What follows belongs to an exercise in optimizing a design on an open flow for small area; a production flow would make more cautious choices.
Where RTL was checked, it was by simulation tests only, not by an equivalence proof against the original.
No driver is modelled on the clock port, so clocking that relies on it looks cheaper here than on a real chip.
No activity file was given, so power comes from the tool's default toggle rates.

== main ==
==> flow/design.v <==
module top(
    input clk,
    input rst,
    input spi_miso,
    output uart_tx,
    output spi_clk,
    output spi_cs,
    output spi_mosi,
    output led_green,
    output led_blue
);
    reg [5:0] p;     
    reg [2:0] s;     
    reg [4:0] u;     
    localparam [5:0] P24 = 6'd48, P49 = 6'd9;    
    localparam [4:0] U12 = 5'd5,  U24 = 5'd20;   
    wire pt   = (p == P49);
    wire rise = pt & (s == 3'd3);               
    wire tick = (p == P24) & (u == U12);        
    wire oclk = s[2];                           
    always @(posedge clk) begin
        if (rst || pt)
            p <= 6'd0;
        else
            p <= {p[4:0], ~(p[5] ^ p[4])};
    end
    always @(posedge clk) begin
        if (rst) begin
            s <= 3'd0;
            u <= 5'd0;
        end else if (pt) begin
            s <= s + 3'd1;
            u <= (u == U24) ? 5'd0 : {u[3:0], ~(u[4] ^ u[2])};
        end
    end
    localparam PRE = 3'd0, GAP = 3'd1, UART = 3'd2,
               INIT1 = 3'd4, INIT2 = 3'd5, READ1 = 3'd6, READ2 = 3'd7;
    reg [2:0] sg;
    reg [4:0] j;
    reg       r1;    
    reg [3:0] b;     
    wire frame_end = tick & (b == 4'd9);
    always @(posedge clk) begin
        if (rst) begin
            sg <= PRE;
            j <= 5'd30;
        end else if (sg == UART) begin
            if (frame_end) begin
                if (j == 5'd2) begin sg <= PRE; j <= 5'd31; end
                else j <= j + 5'd1;
            end
        end else if (rise) begin
            if (j == 5'd17 && sg[2]) begin
                case (sg)
                    INIT1:   j <= r1 ? 5'd31 : 5'd21;
                    INIT2:   begin sg <= GAP; j <= 5'd11; end
                    READ1:   j <= 5'd31;
                    default: begin sg <= UART; j <= 5'd0; end
                endcase
            end else begin
                j <= j + 5'd1;
                if (j == 5'd31)
                    case (sg)
                        PRE:     sg <= INIT1;
                        INIT1:   sg <= INIT2;
                        GAP:     sg <= READ1;
                        default: sg <= READ2;
                    endcase
            end
        end
    end
    always @(posedge clk) begin
        if (rst)
            r1 <= 1'b1;
        else if (frame_end && sg == UART && j == 5'd0)
            r1 <= 1'b0;
    end
    wire clr = (sg == PRE) && (j == 5'd30);     
    function [15:0] frame(input [1:0] t);
        case (t)
            2'd0: frame = 16'h3101;
            2'd1: frame = 16'h2D08;
            2'd2: frame = 16'hB200;
            default: frame = 16'hB300;
        endcase
    endfunction
    wire [1:0] tr = sg[1:0];
    wire       intr = sg[2];
    reg mosi;
    always @(posedge clk) begin
        if (rst)
            mosi <= 1'b0;
        else if (pt && s == 3'd7 && intr && j <= 5'd15)
            mosi <= frame(tr) >> (5'd15 - j);
    end
    assign spi_mosi = mosi;
    assign spi_cs   = ~(intr && j <= 5'd16);
    assign spi_clk  = ~(intr && j <= 5'd15 && !oclk);
    wire run = r1 | (sg == UART);
    always @(posedge clk) begin
        if (rst)
            b <= 4'd10;
        else if (tick) begin
            if (b == 4'd10)
                b <= run ? 4'd0 : 4'd10;
            else
                b <= b + 4'd1;
        end
    end
    reg [15:0] sum;
    wire data_bit = r1 ? 1'b0 :
                    (j == 5'd0) ? (b == 4'd3 || b == 4'd5) :
                    sum[8];
    assign uart_tx = (b == 4'd1) ? 1'b0 :
                     (b >= 4'd2 && b <= 4'd9) ? data_bit : 1'b1;
    wire urot = tick && b >= 4'd2 && b <= 4'd9 && sg == UART && j != 5'd0;
    reg  [12:0] d;       
    reg  [2:0]  r;       
    reg         pend;    
    reg         blue, green;
    wire bits = rise && j >= 5'd8 && j <= 5'd15;      
    wire rd1  = bits && sg == READ1 && j != 5'd15;    
    wire rd2  = bits && sg == READ2;                  
    wire rdq  = rd2 && j >= 5'd10;                    
    wire post = pt && sg == READ2 && j == 5'd16 && s != 3'd3;  
    wire       dvb = rd2 ? spi_miso : d[12];
    wire [3:0] r4  = {r, dvb};
    wire       qb  = (r4 >= 4'd5);
    wire [3:0] rn  = qb ? r4 - 4'd5 : r4;
    reg  [7:0] c;        
    reg        xpend, act;
    wire       xact = act && (c < 8'd13);
    always @(posedge clk) begin
        if (rd1)
            d <= {d[11:0], spi_miso};
        else if (rdq || post)
            d <= {d[11:0], qb};
        else if (xact)
            d <= {d[12], d[12:1]};
    end
    always @(posedge clk) begin
        if (rd2 || post)
            r <= rn[2:0];
        else if (sg != READ2)
            r <= 3'd0;
    end
    always @(posedge clk) begin
        if (rd2 && j == 5'd8)
            pend <= spi_miso;
    end
    reg [129:0] ring;
    always @(posedge clk) begin
        ring <= {ring[128:0], xact ? d[0] : (ring[129] & ~clr)};
    end
    always @(posedge clk) begin
        if (rst) begin
            c <= 8'd0;
            xpend <= 1'b0;
            act <= 1'b0;
        end else begin
            if (act && c == 8'd15)
                c <= 8'd3;
            else if (c == 8'd129)
                c <= 8'd0;
            else
                c <= c + 8'd1;
            if (rise && sg == READ2 && j == 5'd16)
                xpend <= 1'b1;
            else if (c == 8'd129)
                xpend <= 1'b0;
            if (xpend && c == 8'd129)
                act <= 1'b1;
            else if (c == 8'd15)
                act <= 1'b0;
        end
    end
    reg  bw, cy;
    wire nb  = xact & d[0];
    wire ob  = xact & ring[129];
    wire db  = nb ^ ob ^ bw;
    wire sb  = sum[0] ^ db ^ cy;
    always @(posedge clk) begin
        if (act) begin
            bw <= (~nb & ob) | (~(nb ^ ob) & bw);
            cy <= (sum[0] & db) | (cy & (sum[0] ^ db));
        end else begin
            bw <= 1'b0;
            cy <= 1'b0;
        end
    end
    always @(posedge clk) begin
        if (act)
            sum <= {sb, sum[15:1]};
        else if (urot)
            sum <= {sum[0], sum[15:1]};
        else if (clr)
            sum <= {1'b0, sum[15:1]};
    end
    always @(posedge clk) begin
        if (rst) begin
            blue <= 1'b0;
            green <= 1'b0;
        end else if (sg == UART) begin
            blue <= pend;
            if (j == 5'd0 && p != 6'd0)
                green <= (sum >= 16'd36) && (sum <= 16'd65500);
        end
    end
    assign led_blue  = blue;
    assign led_green = green;
endmodule
Settings: LEC_CHECK=0, CAP_MARGIN=20, CORE_MARGIN=2, CORE_UTILIZATION=70, CTS_CLUSTER_DIAMETER=100, CTS_CLUSTER_SIZE=30, SLEW_MARGIN=20; clock period 30.0 ns.
run.sh (not shown) runs the stock make flow with config.mk's settings and CLKGATE_MAP_FILE= SYNTH_SCRIPT=/design/flow/synth_recipe.tcl, a recipe that flattens the netlist after the stock synthesis.
#### Input delta (the feature branch over main)
--- a/flow/design.v
+++ b/flow/design.v
@@ -115,18 +115,18 @@
                      (b >= 4'd2 && b <= 4'd9) ? data_bit : 1'b1;
     wire urot = tick && b >= 4'd2 && b <= 4'd9 && sg == UART && j != 5'd0;
     reg  [12:0] d;       
-    reg  [2:0]  r;       
+    reg  [3:0]  r;       
     reg         pend;    
     reg         blue, green;
     wire bits = rise && j >= 5'd8 && j <= 5'd15;      
-    wire rd1  = bits && sg == READ1 && j != 5'd15;    
+    wire rd1  = bits && sg == READ1;                  
     wire rd2  = bits && sg == READ2;                  
-    wire rdq  = rd2 && j >= 5'd10;                    
-    wire post = pt && sg == READ2 && j == 5'd16 && s != 3'd3;  
+    wire rdq  = rd2 && j >= 5'd11;                    
+    wire post = pt && sg == READ2 && j == 5'd16;      
     wire       dvb = rd2 ? spi_miso : d[12];
-    wire [3:0] r4  = {r, dvb};
-    wire       qb  = (r4 >= 4'd5);
-    wire [3:0] rn  = qb ? r4 - 4'd5 : r4;
+    wire [4:0] r5  = {r, dvb};
+    wire       qb  = (r5 >= 5'd10);
+    wire [4:0] rn  = qb ? r5 - 5'd10 : r5;
     reg  [7:0] c;        
     reg        xpend, act;
     wire       xact = act && (c < 8'd13);
@@ -140,9 +140,9 @@
     end
     always @(posedge clk) begin
         if (rd2 || post)
-            r <= rn[2:0];
+            r <= rn[3:0];
         else if (sg != READ2)
-            r <= 3'd0;
+            r <= 4'd0;
     end
     always @(posedge clk) begin
         if (rd2 && j == 5'd8)
Findings:
The feature branch ended with more synthesis-to-finish area growth than main.
Lower setup slack at placement was reported by main, not the feature branch.
[the feature branch] register-to-register slack rose 0.08 ns relative to main
The feature branch finished end to end and its layout was clean on timing, DRC and antenna.
In the feature branch the arrival time at the worst endpoint turned out 0.12 ns lower than in main.
Worst setup slack after layout (the feature branch over main): increase, 0.12 ns
No run of this note included a check of the RTL's function; only the layout flow was run.

Another version of the RTL of top (not shown whole).
Size: roughly 560 cells after synthesis, about 9 I/O pins.
==> flow/config.mk <==
export PLATFORM = sky130hd
export DESIGN_NAME = top
export DESIGN_NICKNAME = top
export VERILOG_FILES = /design/flow/design.v
export SDC_FILE = /design/flow/constraint.sdc
export NUM_CORES = 4
export LEC_CHECK = 0
export CAP_MARGIN = 20
export CORE_MARGIN = 2
export CORE_UTILIZATION = 70
export SLEW_MARGIN = 20
==> flow/constraint.sdc <==
create_clock -name core_clock -period 30.0 [get_ports {clk}]
set_input_delay 6.0000 -clock core_clock [delete_from_list [all_inputs] [get_ports {clk}]]
set_output_delay 6.0000 -clock core_clock [all_outputs]
set_load 0.01 [all_outputs]
standard.sh (not shown) runs the stock make flow with config.mk's settings and CLKGATE_MAP_FILE= SYNTH_SCRIPT=/design/flow/synth_recipe.tcl, a recipe that flattens the netlist after the stock synthesis.
==> flow/flow/run.sh <==
#!/bin/bash
# Layout flow: the standard ORFS flow with these changes:
#  - synthesis maps the logic for area (flow/synth.tcl); registers unchanged,
#  - clock tree synthesis without dummy loads and with larger sink clusters,
#  - the smallest buffer on the ports,
#  - cells on paths with slack downsized after clock tree synthesis.
# Each tool's output goes to the ORFS logs under orfs/logs; make's own output
# goes to synth_make.log and flow_make.log in the work folder.
set -euo pipefail
work=$(pwd)
here=$(cd "$(dirname "$0")" && pwd)
export CTS_ARGS="-sink_clustering_enable -repair_clock_nets -dont_use_dummy_load -buf_list sky130_fd_sc_hd__clkbuf_8"
export BUFFER_PORTS_ARGS="-buffer_cell sky130_fd_sc_hd__buf_1"
export POST_CTS_TCL="$here/post_cts.tcl"
make -C "$FLOW_HOME" DESIGN_CONFIG="$work/config.mk" WORK_HOME="$work/orfs" \
  CLKGATE_MAP_FILE= SYNTH_SCRIPT="$here/synth.tcl" synth > synth_make.log 2>&1
bash standard.sh finish > flow_make.log 2>&1
==> flow/flow/post_cts.tcl <==
# Downsize cells wherever the timing slack allows, then legalize again.
estimate_parasitics -placement
repair_timing -recover_power 100
detailed_placement
check_placement -verbose
==> flow/flow/synth.tcl <==
# The standard synthesis (synth_recipe.tcl), with one change: the logic is
# mapped by ABC with an area-oriented script, and adders are left to ABC
# instead of being mapped to adder cells first.  Registers are untouched.
proc synth {args} { yosys synth -nofsm -noshare {*}$args }
proc abc {args} {
  set out {}
  set skip 0
  foreach a $args {
    if {$skip} { set skip 0; continue }
    if {[lsearch {-script -D -constr} $a] >= 0} { set skip 1; continue }
    lappend out $a
  }
  yosys abc {*}$out -script "+strash;dc2;dch,-f;map,-a;mfs2;strash;dch,-f;map,-a"
}
set ::env(ADDER_MAP_FILE) ""
source $::env(SCRIPTS_DIR)/synth.tcl
# left out here: clear keep_hierarchy, flatten, clean up, hide names made inside functions, write 1_2_yosys.v
Change:
--- a/flow/design.v
+++ b/flow/design.v
@@ -118,84 +118,73 @@
     end
     reg  txd;            
     reg  nxt;            
     wire data_bit = r1 ? 1'b0 :
                     (j == 5'd28) ? (b[0] & ~b[2]) :      
                     txd;
     assign uart_tx = b[3] ? data_bit : (b != 4'd7);
     always @(posedge clk) begin
         if (tick)
             txd <= nxt;
     end
-    reg  [6:0]  d;       
+    reg  [12:0] d;       
     reg  [2:0]  r;       
     reg         pend;    
     reg         blue, green;
-    reg         wq, wp;  
     wire bits = rise && j >= 5'd8 && j <= 5'd15;      
     wire rd1  = bits && sg == READ1 && j != 5'd15;    
     wire rd2  = bits && sg == READ2;                  
     wire rdq  = rd2 && j >= 5'd10;                    
     wire post = pt && sg == READ2 && j == 5'd16 && s != 3'd3;  
-    wire       dvb = rd2 ? spi_miso : d[6];
+    wire       dvb = rd2 ? spi_miso : d[12];
     wire [3:0] r4  = {r, dvb};
     wire       qb  = (r4 >= 4'd5);
     wire [3:0] rn  = qb ? r4 - 4'd5 : r4;
     reg  [3:0] ck;
     wire [3:0] cw = pl;
     reg  [1:0] xs;       
     wire xrev  = (xs == 2'd2);
     wire cend  = pl9;
     wire tend  = (ck == 4'd12) && cend;
-    wire wnow  = wp && cend && (ck == 5'd23 - j);
-    always @(posedge clk) begin
-        if (rd1 || post)
-            d <= {d[5:0], rd1 ? spi_miso : qb};
-        else if (xrev && cend && j[4])
-            d <= {d[6], d[6:1]};
+    always @(posedge clk) begin
+        if (rd1)
+            d <= {d[11:0], spi_miso};
+        else if (rdq || post)
+            d <= {d[11:0], qb};
+        else if (xrev && cend)
+            d <= {d[12], d[12:1]};
     end
     always @(posedge clk) begin
         if (rd2 || post)
             r <= rn[2:0];
         else if (sg != READ2)
             r <= 3'd0;
     end
     always @(posedge clk) begin
         if (rd2 && j == 5'd8)
             pend <= spi_miso;
     end
-    always @(posedge clk) begin
-        if (rst)
-            wp <= 1'b0;
-        else if (rdq) begin
-            wq <= qb;
-            wp <= 1'b1;
-        end else if (wnow)
-            wp <= 1'b0;
-    end
     reg  [129:0] ring;
-    wire rin = xrev ? (j[4] ? ((cend && ck <= 4'd6) ? d[0] : ring[129])
-                            : (cend ? 1'b0 : ring[128]))
-                    : (wnow ? wq : (ring[129] & ~clr));
+    wire rin = xrev ? (cend ? d[0] : ring[128]) : (ring[129] & ~clr);
     always @(posedge clk) begin
         ring <= {ring[128:0], rin};
     end
     always @(posedge clk) begin
         if (rst) begin
             ck <= 4'd0;
             xs <= 2'd0;
         end else begin
             if (cend)
                 ck <= (ck == 4'd12) ? 4'd0 : ck + 4'd1;
             case (xs)
-                2'd0: if (rise && sg == READ2 && (j == 5'd1 || j == 5'd16)) xs <= 2'd1;
+                2'd0: if (rise && sg == READ2 && j == 5'd16) xs <= 2'd1;
                 2'd1: if (tend) xs <= 2'd2;
                 2'd2: if (tend) xs <= 2'd3;
                 default: xs <= 2'd0;
             endcase
         end
     end
     reg  [4:0] acc;
     always @(posedge clk) begin
         acc <= (cw == 4'd0 ? (ck == 4'd0 ? 5'd0 : {1'b0, acc[4:1]}) : acc) + {4'd0, rin};
     end
     wire [2:0] m   = b[2:0] + 3'd1;
- routed wire length shrinks by 16%
- worst setup slack gains 110 ps
- power rose by 1.1%
- clock skew went up by 7.6 ps
- fmax rises by 1.4%
- hold slack gets better by 17 ps
- area after synthesis increases by 1.3%
- via count decreases by 8.1%
- clock power is lower by about 3%
- final cell count grows by 0.58%
- sequential power increases by about 3%
- non-clock buffer count goes up by 2
- first-iteration DRC count is lower by 25%
- combinational power goes up by 26%

[afterwards: timing with drivers on the ports]
Ports are ideal in the flow. The routed layouts listed here were re-timed in OpenROAD. Step 1, drivers: a clkbuf_16 drives clk and a buf_2 each remaining input, both assumed. Step 2 adds t to the input delays and takes it off the output delays; t is the mean of the earliest and latest rising clock arrival at the registers after step 1. Input paths then give back, and output paths get back, about the clock's delay inside the block. Slacks: ideal ports / drivers / drivers and shift; pairs: ideal ports / drivers.
| run | shift t [ns] | slack for setup (ns) | hold WS [ns] |
|---|---|---|---|
| main | 0.515 | 20.837 / 20.803 / 21.318 | 0.331 / 0.331 / 0.331 |
| the feature branch | 0.508 | 20.956 / 20.922 / 21.430 | 0.330 / 0.330 / 0.330 |
| the first run of note 2 | 0.483 | 21.602 / 21.567 / 21.881 | 0.292 / 0.292 / 0.292 |
| the second run of note 2 | 0.462 | 21.715 / 21.682 / 22.117 | 0.309 / 0.309 / 0.309 |
After both steps every run listed still meets setup and hold.
